This is an optimization exercise on Yosys and OpenROAD, whose aim is small area, not a production implementation.
The RTL was checked by simulation tests, not by an equivalence proof against the original design.
Power and IR drop assume default switching activity.

### config.mk
export PLATFORM = sky130hd
export DESIGN_NAME = Remoto
export DESIGN_NICKNAME = Remoto
export VERILOG_FILES = /design/flow/design.v
export SDC_FILE = /design/flow/constraint.sdc
export NUM_CORES = 4
export LEC_CHECK = 0
export CAP_MARGIN = 20
export CORE_MARGIN = 2
export CORE_UTILIZATION = 40
export SLEW_MARGIN = 20
### run.sh
#!/bin/bash
# synth_recipe.tcl (not shown) runs the flow's synth.tcl, then flattens the netlist and writes it again
# the make line also repeats each setting of config.mk as NAME=value (left out here)
make -C /OpenROAD-flow-scripts/flow DESIGN_CONFIG=/design/flow/config.mk WORK_HOME=/design/flow/orfs CLKGATE_MAP_FILE= SYNTH_SCRIPT=/design/flow/synth_recipe.tcl finish
### constraint.sdc
create_clock -name core_clock -period 14.0 [get_ports {clk}]
set_input_delay 2.8000 -clock core_clock [delete_from_list [all_inputs] [get_ports {clk}]]
set_output_delay 2.8000 -clock core_clock [all_outputs]
set_load 0.01 [all_outputs]
### design.v
module ula(clock,rst,a,b,r,op,sb,sa,enable,sinA, sinB);
	input [7:0]a;
	input [7:0]b;
	input op;
	input clock;
	input rst;
	output reg [8:0]r;
	output sa, sb;
	input sinA;
	input sinB;
	reg saa;
	reg sbb;
	reg sinal;
	input enable;
	reg [6:0]aa;
	reg [6:0]bb;
	reg [7:0]rr;
	reg [7:0]rr_n;
	reg sinal_n;
	always @(*) begin
		saa = sinA;
		sbb = sinB;
		aa = a[6:0];
		bb = b[6:0];
		rr_n = rr;
		sinal_n = sinal;
		case(op)
			0: begin
				if(saa == 0 && sbb == 0)begin
					rr_n = aa + bb;
					sinal_n = 0;
				end
				if(saa == 1 && sbb == 0)begin
					if(aa > bb)begin
						rr_n = aa - bb;
						sinal_n = saa;
					end
					else begin
						rr_n = bb - aa;
						sinal_n = sbb;
					end
				end
				if(saa == 0 && sbb == 1)begin
					if(aa > bb)begin
						rr_n = aa - bb;
						sinal_n = saa;
					end
					else begin
						rr_n = bb - aa;
						sinal_n = sbb;
					end
				end
				if(saa == 1 && sbb == 1)begin
					rr_n = aa + bb;
					sinal_n = 1;
				end
			end	
			1: begin
			sbb = ~sbb;
			if(saa == 0 && sbb == 0)begin
					rr_n = aa + bb;
					sinal_n = 0;
				end
				if(saa == 1 && sbb == 0)begin
					if(aa > bb)begin
						rr_n = aa - bb;
						sinal_n = saa;
					end
					else begin
						rr_n = bb - aa;
						sinal_n = sbb;
					end
				end
				if(saa == 0 && sbb == 1)begin
					if(aa > bb)begin
						rr_n = aa - bb;
						sinal_n = saa;
					end
					else begin
						rr_n = bb - aa;
						sinal_n = sbb;
					end
				end
				if(saa == 1 && sbb == 1)begin
					rr_n = aa + bb;
					sinal_n = 1;
				end
			end	
		endcase
	end
	always @(posedge clock) begin
		if (rst) begin
			rr <= 0;
			sinal <= 0;
		end
		else begin
			rr <= rr_n;
			sinal <= sinal_n;
		end
	end
	always @(posedge clock) begin
		if (rst) begin
			r <= 0;
		end
		else if (rr==0) begin
			r[8] <= 1;
			r[7:0] <= rr;
		end
		else begin
			r[8] <= ~sinal;
			r[7:0] <= rr;
		end
	end
	assign sa = saa;
	assign sb = sbb;
endmodule
module bcdout(saida,saida1,saida2,in,enable);
	input [8:0] in;
	output reg [6:0]saida;
	output reg [6:0]saida1;
	output reg [6:0]saida2;
	input enable;
	reg sinal;
	reg [7:0]uni;
	reg [7:0]dez;
	reg [7:0]dezz;
	reg [7:0]cen;
	reg [6:0] su, sd, sc;
	reg [7:0] aux;
	always @(*) begin
		sinal = 0;
		aux = 0;
		uni = 0;
		dezz = 0;
		dez = 0;
		cen = 0;
		if (enable) begin
			sinal = in[8];
			aux[7:0] = in[7:0];
			uni = aux%10;
			dezz = aux%100;
			dez = dezz/10;
			cen = aux/100;
			case(uni)
				8'b00000000: 
					saida = 7'b0000001;
	            8'b00000001: 
					saida = 7'b1001111;
	            8'b00000010: 
					saida = 7'b0010010;
	            8'b00000011: 
					saida = 7'b0000110;
	            8'b00000100: 
					saida = 7'b1001100;
	            8'b00000101: 
					saida = 7'b0100100;
	            8'b00000110: 
					saida = 7'b0100000;
	            8'b00000111: 
					saida = 7'b0001111;
	            8'b00001000: 
					saida = 7'b0000000;
	            8'b00001001: 
					saida = 7'b0000100;
				default:
					saida = 7'b1111110;
        endcase
        		case(dez)
				8'b00000000: 
					saida1 = 7'b0000001;
	            8'b00000001: 
					saida1 = 7'b1001111;
	            8'b00000010: 
					saida1 = 7'b0010010;
	            8'b00000011: 
					saida1 = 7'b0000110;
	            8'b00000100: 
					saida1 = 7'b1001100;
	            8'b00000101: 
					saida1 = 7'b0100100;
	            8'b00000110: 
					saida1 = 7'b0100000;
	            8'b00000111: 
					saida1 = 7'b0001111;
	            8'b00001000: 
					saida1 = 7'b0000000;
	            8'b00001001: 
					saida1 = 7'b0000100;
				default:
					saida1 = 7'b1111110;
        endcase
        case(cen)
				8'b00000000: 
					saida2 = 7'b0000001;
	            8'b00000001: 
					saida2 = 7'b1001111;
				8'b00000010: 
					saida2 = 7'b0010010;
				default:
					saida2 = 7'b1111110;
        endcase
		end
		else begin
				saida = 7'b1111111;
				saida1 = 7'b1111111;
				saida2 = 7'b1111111;
			end	
	end
endmodule
module Remoto(clk,rst,entrada,comando,su,sd,suB,sdB,saida_1,saida1_1,saida2_1,soma_result_1,sinal_A,sinal_B);
parameter inicia            = 2'b00;   
parameter inicia_1          = 2'b01;    
parameter leitura           = 2'b10; 
parameter zera_B    = 3'b010;
parameter zera_tudo = 3'b011;
parameter soma      = 3'b100;
parameter sub       = 3'b101;
parameter muda_sinal= 3'b110;
parameter  DESLIGADO = 0;
parameter  ESPERA = 1;
parameter limite_um      =  4095; 
parameter lid_zero      =  3594;  
parameter  RECEBE_A_DEZ = 2;
parameter  RECEBE_A_UNI = 3;
parameter  MUDA_SINAL_A = 4;
parameter  RECEBE_A_DEZ_B = 5;
parameter  RECEBE_A_UNI_B = 6;
parameter  MUDA_SINAL_B = 7;
parameter  ZERA_TUDO = 8;	
parameter lid_um  			=  3281;  
parameter tempo_zero      =  648;
parameter tempo_bit  =  312;
input         clk;      
input         rst;
input         entrada;    
output reg [7:0] comando;
output reg[6:0] su;
output reg[6:0] sd;
output reg[6:0] suB;
output reg[6:0] sdB; 
wire [8:0] soma_result;
output reg [8:0] soma_result_1;
reg [4:0] estado_m;
reg [7:0] vetorA;
reg [7:0] vetorA_aux;
reg [7:0] vetorA_2;
reg [7:0] vetorA_1;
reg [7:0] vetorB;
reg [7:0] vetorB_aux;
reg [7:0] vetorB_1;
reg [7:0] vetorB_2;
reg on;
output reg sinal_A;
output reg sinal_B;
reg    [11:0] contado_inicial;            
reg           contado_inicial_flag;      
reg [26:0]delay;
reg [2:0]op;
wire [6:0] saida;
wire [6:0] saida1;
wire [6:0] saida2;
output [6:0] saida_1;
output [6:0] saida1_1;
output [6:0] saida2_1;
reg    [11:0] contador_inicial;           
reg           contador_inicial_flag;    
reg    [11:0] contagem;           
reg           contagem_flag;     
reg     [5:0] bitcount;              
reg     [1:0] estado;             
reg    [31:0] dados_control;        
reg nova_mensagem;
reg    [8:0] sr;
reg   [26:0] dl;        
assign saida_1 = saida;
assign saida1_1 = saida1;
assign saida2_1 = saida2;
ula G1(.clock(clk),.rst(rst),.a(vetorA),.b(vetorB),.r(soma_result),.op(op), .enable(on), .sinA(sinal_A),.sinB(sinal_B));
bcdout G2(.saida(saida),.saida1(saida1),.saida2(saida2),.in(soma_result_1),.enable(on));
always @(posedge clk )
if (rst)
			 contado_inicial <= 0;
else if ((estado == inicia) && !entrada)
			 contado_inicial <= contado_inicial + 1'b1;
		else                           
			 contado_inicial <= 0;	              		 	
always @(posedge clk)	
if (rst)
			 contador_inicial <= 0;
else if ((estado == inicia_1) && entrada)
			 contador_inicial <= contador_inicial + 1'b1;
		else  
			 contador_inicial <= 0;	            		 	
always @(posedge clk )
if (rst)
			 contagem <= 0;
else if ((estado == leitura) && entrada)
			 contagem <= contagem + 1'b1;
		else
			 contagem <= 1'b0;        
always @(posedge clk)
if (rst)
	     bitcount <= 6'b0;
else if (estado == leitura)
		begin
			if (contagem == tempo_bit)
					bitcount <= bitcount + 1'b1; 
		end   
	  else
	     bitcount <= 6'b0;
always @(posedge clk) 
		if (rst)
			estado <= inicia;
		else
			case (estado)
 			    inicia  : if (contado_inicial > lid_zero)  
			  	              estado <= inicia_1; 
			    inicia_1: if (contador_inicial > lid_um)
			  	              estado <= leitura;
			    leitura : if ((contagem >= limite_um) || (bitcount >= 33))
			  					      estado <= inicia;
	        default  : estado <= inicia; 
			 endcase
always @(posedge clk)
	  if (rst)
			 dados_control <= 0;
	  else if (estado == leitura)
		begin
			 if (contagem >= tempo_zero) 
			    dados_control[bitcount-1'b1] <= 1'b1;  
		end
		else
			 dados_control <= 0;
always @(posedge clk)
	  if (rst) begin
			comando <= 0;
			nova_mensagem <= 1'b0;
	  end
	  else if (bitcount == 32) begin
			 if (dados_control[31:24] == ~dados_control[23:16])
			 begin		
				comando[7:0] <= dados_control[23:16]; 
			 	nova_mensagem <= 1'b1;
			 end
			 else
				  nova_mensagem <= 1'b0 ;
		end
		else begin
			nova_mensagem <= 1'b0 ;
		end
always @(posedge clk) begin
	sr = soma_result_1;
	dl = delay;
	if (rst) begin
		estado_m <= DESLIGADO;
		on <= 0;
		op <= 1;
		vetorA <= 8'b11111111;
		vetorB <= 8'b11111111;
		sinal_A <= 0;
		sinal_B <= 0;
		soma_result_1 <= 0;
		delay <= 0;
	end
	else begin
	if(sr==0)begin
		sr=9'b000000000;
	end
	else if(!on && sr[8]==0) begin
		sr[8]=1'b1;
	end
	case(estado_m)
		DESLIGADO: begin
				if(comando == 8'b00010010 && nova_mensagem)begin
					estado_m <= ESPERA;
					on <= 1;
					vetorA<=0;
					vetorB<=0;
					op<=0;
					if(soma_result==0)begin
						sr=9'b000000000;
					end
				end
			end
		ESPERA:begin
				if(comando == 8'b00010010 && nova_mensagem)begin 
					vetorA<=8'b11111111;
					vetorB<=8'b11111111;
					sr = 9'b100000000;
					estado_m <= DESLIGADO;
					on<=0;
				end
				else if(comando == 8'b00001111)begin  
					estado_m <=  RECEBE_A_DEZ;
					vetorA<=0;
					sinal_A<=0;
					sr = 9'b100000000;
				end
				else if(comando == 8'b00010000)begin  
					estado_m <=  ZERA_TUDO;
					vetorA<=0;
					vetorB<=0;
					sinal_A<=0;
					sinal_B<=0;
					sr = 9'b100000000;
				end
				else if(comando == 8'b00010011)begin 
					estado_m <= RECEBE_A_DEZ_B;
					vetorB<=0;
					sinal_B<=0;
					sr = 9'b100000000;
				end
				else if(comando == 8'b00011010)begin 
					op<=0;
					if(soma_result==0)begin
						sr=9'b000000000;
					end
					else begin
						sr = soma_result;
					end
				end
				else if(comando == 8'b00011110)begin 
					op<=1;
					if(soma_result==0)begin
						sr=9'b000000000;
					end
					else begin
					sr = soma_result;
					end
				end
			end
		ZERA_TUDO:begin
				estado_m <= RECEBE_A_DEZ;
				sr = 9'b100000000;
		end
		RECEBE_A_DEZ_B:begin
				if(comando >= 0 && comando < 10)begin
					vetorB <=comando;
					sinal_B <=0;
					estado_m <= RECEBE_A_UNI_B;
					dl = 0;
				end
			end	
		RECEBE_A_DEZ:begin
				if(comando >= 0 && comando < 10)begin
					vetorA <= comando;
					sinal_A <=0;
					estado_m <= RECEBE_A_UNI;
					dl = 0;
				end
			end	
		RECEBE_A_UNI:begin
			dl = dl + 1'b1;
				if((dl > 78125 && (comando >= 0 && comando < 10)) && nova_mensagem)begin
					vetorA<=vetorA * 10 + comando;
					estado_m <= MUDA_SINAL_A;
					dl = 0;
				end
				else if((dl > 78125 && comando > 9) && nova_mensagem)begin
					estado_m <= MUDA_SINAL_A;
					dl = 0;
				end
			end
		RECEBE_A_UNI_B:begin
			dl = dl + 1'b1;
				if((dl > 78125 && (comando >= 0 && comando < 10)) && nova_mensagem)begin
					vetorB<=vetorB * 10 + comando;
					estado_m <= MUDA_SINAL_B;
					dl = 0;
				end
				else if((dl > 78125 && comando > 9) && nova_mensagem)begin
					estado_m <= MUDA_SINAL_B;
					dl = 0;
				end
			end
		MUDA_SINAL_A:begin
			if(comando == 8'b00001100)begin
				sinal_A<=~sinal_A;
				estado_m <=ESPERA;
			end
			else if(comando > 9 && comando != 8'b00001100)begin
				estado_m <=ESPERA;
			end
		end
		MUDA_SINAL_B:begin
			if(comando == 8'b00001100 )begin
				sinal_B<=~sinal_B;
				estado_m <=ESPERA;
			end
			else if(comando > 9 && comando != 8'b00001100)begin
				estado_m <=ESPERA;
			end
		end
	endcase	
	soma_result_1 <= sr;
	delay <= dl;
	end
end
always @(*) begin
		vetorA_1 = 0;
		vetorA_2 = 0;
		su = 7'b1111111;
		sd = 7'b1111111;
		if(vetorA > 200) begin
			su = 7'b1111111;
			sd = 7'b1111111;
		end
		else begin
			vetorA_1 = vetorA%10;
			vetorA_2 = vetorA/10;
			case(vetorA_1)
				0: 
					su = 7'b0000001;
	            1: 
					su = 7'b1001111;
	            2: 
					su = 7'b0010010;
	            3: 
					su = 7'b0000110;
	            4: 
					su = 7'b1001100;
	            5: 
					su = 7'b0100100;
	            6: 
					su = 7'b0100000;
	            7: 
					su = 7'b0001111;
	            8: 
					su = 7'b0000000;
	            9: 
					su = 7'b0000100;
        endcase
	        case(vetorA_2)
		        	0: 
		        		sd = 7'b0000001;
			        1: 
			        	sd = 7'b1001111;
			        2: 
			        	sd = 7'b0010010;
			        3: 
			        	sd = 7'b0000110;
			        4: 
			        	sd = 7'b1001100;
			        5: 
			        	sd = 7'b0100100;
			        6: 
			        	sd = 7'b0100000;
			        7: 
			        	sd = 7'b0001111;
			        8: 
			        	sd = 7'b0000000;
			        9: 
			        	sd = 7'b0000100;
			endcase
		end	
	end
	always @(*) begin
		vetorB_1 = 0;
		vetorB_2 = 0;
		suB = 7'b1111111;
		sdB = 7'b1111111;
		if(vetorB > 200) begin
			suB = 7'b1111111;
			sdB = 7'b1111111;
		end
		else begin
			vetorB_1 = vetorB%10;
			vetorB_2 = vetorB/10;
			case(vetorB_1)
					0: 
						suB = 7'b0000001;
		            1: 
						suB = 7'b1001111;
		            2: 
						suB = 7'b0010010;
		            3: 
						suB = 7'b0000110;
		            4: 
						suB = 7'b1001100;
		            5: 
						suB = 7'b0100100;
		            6: 
						suB = 7'b0100000;
		            7: 
						suB = 7'b0001111;
		            8: 
						suB = 7'b0000000;
		            9: 
						suB = 7'b0000100;
	        endcase
	        case(vetorB_2)
		        	0: 
		        		sdB = 7'b0000001;
			        1: 
			        	sdB = 7'b1001111;
			        2: 
			        	sdB = 7'b0010010;
			        3: 
			        	sdB = 7'b0000110;
			        4: 
			        	sdB = 7'b1001100;
			        5: 
			        	sdB = 7'b0100100;
			        6: 
			        	sdB = 7'b0100000;
			        7: 
			        	sdB = 7'b0001111;
			        8: 
			        	sdB = 7'b0000000;
			        9: 
			        	sdB = 7'b0000100;
			endcase
		end
	end	
endmodule
==> run summary <==
through the flow:
stage               instance area, um^2    util  setup slack (ns)
finish                            16240  0.4469             4.338
global route                      16240  0.4469             3.752
CTS                               16230  0.4466             4.396
detailed placement                15620  0.4297             4.865
global placement                  15620  0.4297             5.089
floorplan                         14650       -             6.030
cell families after synthesis:
group | share of synthesized area
XOR/XNOR | 0.06202
multiplexers | 0.05519
buffers and inverters | 0.05177
adder cells (fa/ha/maj) | 0.1111
AND/OR/NAND/NOR | 0.2563
AO/OA/AOI/OAI | 0.2628
flip-flops | 0.2009
power by group through the flow:
stage | Sequential, mW | Clock [mW] | Combinational [mW]
5_1_grt | 0.553 | 0.486 | 3.88
3_5_place_dp | 0.553 | 0 | 3.44
4_1_cts | 0.543 | 0.468 | 3.47
3_3_place_gp | 0.551 | 0 | 3.42
2_1_floorplan | 0.510 | 0 | 2.78
6_report | 0.543 | 0.459 | 3.49
layer usage:
layer | wire [um] | GRT usage
met4 | 444 | 0.04043
met1 | 18490 | 0.2648
met5 | 0 | 0
met3 | 1517 | 0.02280
met2 | 17660 | 0.3344
worst register-to-register path, stage by stage (launching register included):
cell and delay (ns):
dfxtp_1 0.84, clkinv_1 0.50, ha_1 0.51, o21ai_0 0.15
a21oi_1 0.11, o21a_1 0.17, o21a_1 0.18, o22ai_1 0.26
buf_4 0.28, mux2_2 0.36, a21oi_1 0.21, o311ai_0 0.17
xnor2_1 0.17, a21oi_1 0.08
how the worst max path moves through the flow:
stage | start | endpoint | cells after the start
floorplan | soma_result_1[5]$_SDFF_PP0_ | saida1_1[0] | 24
global placement | soma_result_1[6]$_SDFF_PP0_ | saida1_1[0] | 25
detailed placement | soma_result_1[6]$_SDFF_PP0_ | saida1_1[0] | 24
CTS | soma_result_1[6]$_SDFF_PP0_ | saida1_1[0] | 24
global route | soma_result_1[6]$_SDFF_PP0_ | saida1_1[0] | 24
finish | soma_result_1[6]$_SDFF_PP0_ | saida1_1[0] | 24
cells in the final DEF (no fill, tap or decap), drive strengths merged, types with 13 or more instances in the layout:
| cell type | count |
|---|---|
| nor4 | 23 |
| dfxtp | 147 |
| a211oi | 17 |
| mux2i | 60 |
| a21oi | 149 |
| a21o | 27 |
| o21a | 21 |
| or2 | 15 |
| nand2 | 154 |
| or3 | 13 |
| clkbuf | 17 |
| and3 | 33 |
| nand2b | 24 |
| a31oi | 22 |
| nor3 | 68 |
| nor2 | 233 |
| nor2b | 36 |
| ha | 114 |
| nand3 | 78 |
| o211ai | 24 |
| buf | 21 |
| xnor2 | 64 |
| inv | 86 |
| o21bai | 15 |
| and2 | 21 |
| o31ai | 29 |
| clkdlybuf4s50 | 69 |
| xor2 | 38 |
| o22ai | 17 |
| a22oi | 14 |
| o21ai | 134 |
| mux2 | 17 |
cell type report:
class,count,share of cell area
Clock buffer,17,0.02619
Timing Repair Buffer,90,0.05208
Tap cell,468,0.03605
Sequential cell,147,0.1812
Multi-Input combinational cell,1643,0.6745
Clock inverter,15,0.01156
Inverter,80,0.01849
state kept, by name (all words and copies together) (netlist names), 2 cells and up:
signal / cells
estado_m: 4
vetorB: 8
soma_result_1: 9
G1.r: 9
contado_inicial: 12
bitcount: 6
G1.rr: 8
contagem: 12
dados_control: 16
delay: 27
estado: 2
contador_inicial: 12
vetorA: 8
comando: 8
==> results_dict.tcl <==
set metrics [dict create \
    outcome "no timing/DRC/antenna violations" \
    start_kind "register" \
    power.total_mw 4.494 \
    p_clk_frac 0.102 \
    clock-sinks 147 \
    io_pins 71 \
    cap_violations 0 \
    globalRouteTotalUtil 0.1955 \
    synth_most_common_cell "nor2_1" \
    r2r-start "vetorB[3]$_SDFFE_PP1P_" \
    fp.dieW_um 195.4 \
    drive_above_1_share 0.06024 \
    worstMarginPinSlew_ns 0.9969 \
    vias 14358 \
    cts_inserted_buffers 17 \
    power.internal_mw 2.155 \
    final.fill_count 3598 \
    ctsLongestPathBuffers 2 \
    p_leak_nw 6.465 \
    synthTopCellsByCount "nor2_1 (232), nand2_1 (153), a21oi_1 (147), dfxtp_1 (147), o21ai_0 (127)" \
    wl_per_cell_um 15.49 \
    cts_tree "done" \
    r2r_cells 13 \
    vias_per_cell 5.837 \
    min_path_cells 1 \
    critical_path_required_ns 11.20 \
    clkTransAtPathRegs_ns 0.07 \
    rrSetupSlack_ns 9.88 \
    hold_class "register to register" \
    endpoint_kind "output port" \
    postSynthAreaPerCell_um2 7.431 \
    nets 2103 \
    crit_path_top_delay_cell "dfxtp_1" \
    ys_seq_area_frac 0.2009 \
    switching_power_mw 2.339 \
    worst-path-max-fanout 26 \
    crit_family "compound AO/OA/AOI/OAI gates" \
    final-hold-violation-count 0 \
    antenna_cells 0 \
    yosys.area.top_type_share 0.2009 \
    die_area_um2 38160 \
    min_from "G1.sinal$_SDFFE_PP0P_" \
    start_util 0.4030 \
    num_rows 70 \
    slowest_delay_ns 0.88 \
    crit_path_cell_trace "o31ai_1 > inv_1 > ha_1 > o21a_1 > nor3_1 > mux2i_1 > nor2_1 > ha_1 > a21oi_1 > inv_1 > ha_1 > o21ai_1 > nand2b_1 > nor3_1 > a21oi_1 > a221o_1 > nor3_1 > nor2_1 > and2_1 > inv_1 > ha_1 > a21oi_1 > o31ai_1 > clkdlybuf4s50_1" \
    synth_area_leaders "dfxtp_1 (20%), ha_1 (9.7%), nor2_1 (5.9%), a21oi_1 (5.0%), o21ai_0 (4.3%)" \
    cp_num_buf_inv 4 \
    final_max_slew_viol_count 0 \
    seq_area_um2 2943 \
    die_y_um 195.4 \
    hold-path-endpoint "G1.r[8]$_SDFF_PP0_" \
    detail-route-antenna-nets 0 \
    synth-edff-count 0 \
    drtIter0Drc 895 \
    post_cts_resized 0 \
    clock_latency_ns 0.43 \
    drc_errors 0 \
    ys.flop_type "dfxtp_1" \
    grt_pass1_vias 13124 \
    r2r_end "G1.rr[5]$_SDFFE_PP0P_" \
    core_um2 36350 \
    swShare 0.5205 \
    grt_antenna_before_repair 0 \
    synthDistinctLibCells 104 \
    fmax_mhz 103.5 \
    holdWs_ns 0.4355 \
    dp_cells 2428 \
    synth_area_leader_cell "dfxtp_1" \
    arrival_ns 6.86 \
    netlist_area_um2 14650 \
    synth_nets 2095 \
    cts_setup_buffers 0 \
    slew_headroom 0.3325 \
    dp_hpwl_um 27950 \
    power.density_nw_per_um2 276.7 \
    skew_ns 0.01539 \
    synth_seq_cells 147 \
    first_pass_iters 5 \
    port_buffers 70 \
    tns_ns 0 \
    worst_path_most_repeated_cell "ha_1" \
    peakVddDrop_mv 0.2568 \
    netlist_instances 1971 \
    grt_overflow 0 \
    period_share 0.6902 \
    power_frac_seq 0.121 \
    stdcell_count 2460 \
    area_growth_pct 10.89 \
    postCtsHoldBufs 0 \
    grt_pass1_wl_um 63990 \
    wl_um 38110 \
    async_flop_share 0 \
    gp_congestion 0.8987 \
    p_comb_frac 0.777 \
    yosys_warnings 4 \
    worstSetupPathType "register to output port" \
    clock_tree.root_cell "clkbuf_16" \
    setup-violations-final 0 \
    htree_levels 4 \
    rsz0062_at_grt "no" \
    grt_max_degree 62 \
    multi_input_area_um2 10950 \
    period_minus_slack_ns 9.662 \
]

[static timing again, ports no longer ideal]
In the flow no input, the clock included, has a driving cell. The finished layout below was timed again as built, in two steps.
Step 1, drivers: a clkbuf_16 drives clk and a buf_2 each remaining input, both assumed.
Step 2 times the ports against the registers' clock, not the clock port: input delays grow and output delays shrink by t, the midpoint of the rising clock arrivals with the driver on.
a / b / c = no drivers / after step 1 / after step 2; a / b = the first two.
shift t [ns]: 0.466
slack for setup (ns): 4.338 / 4.293 / 4.758
hold WS [ns]: 0.436 / 0.436 / 0.436
After both steps this run still meets setup and hold. For this run, drivers alone change the setup slack by -0.045 ns; drivers and shift together by +0.420 ns.
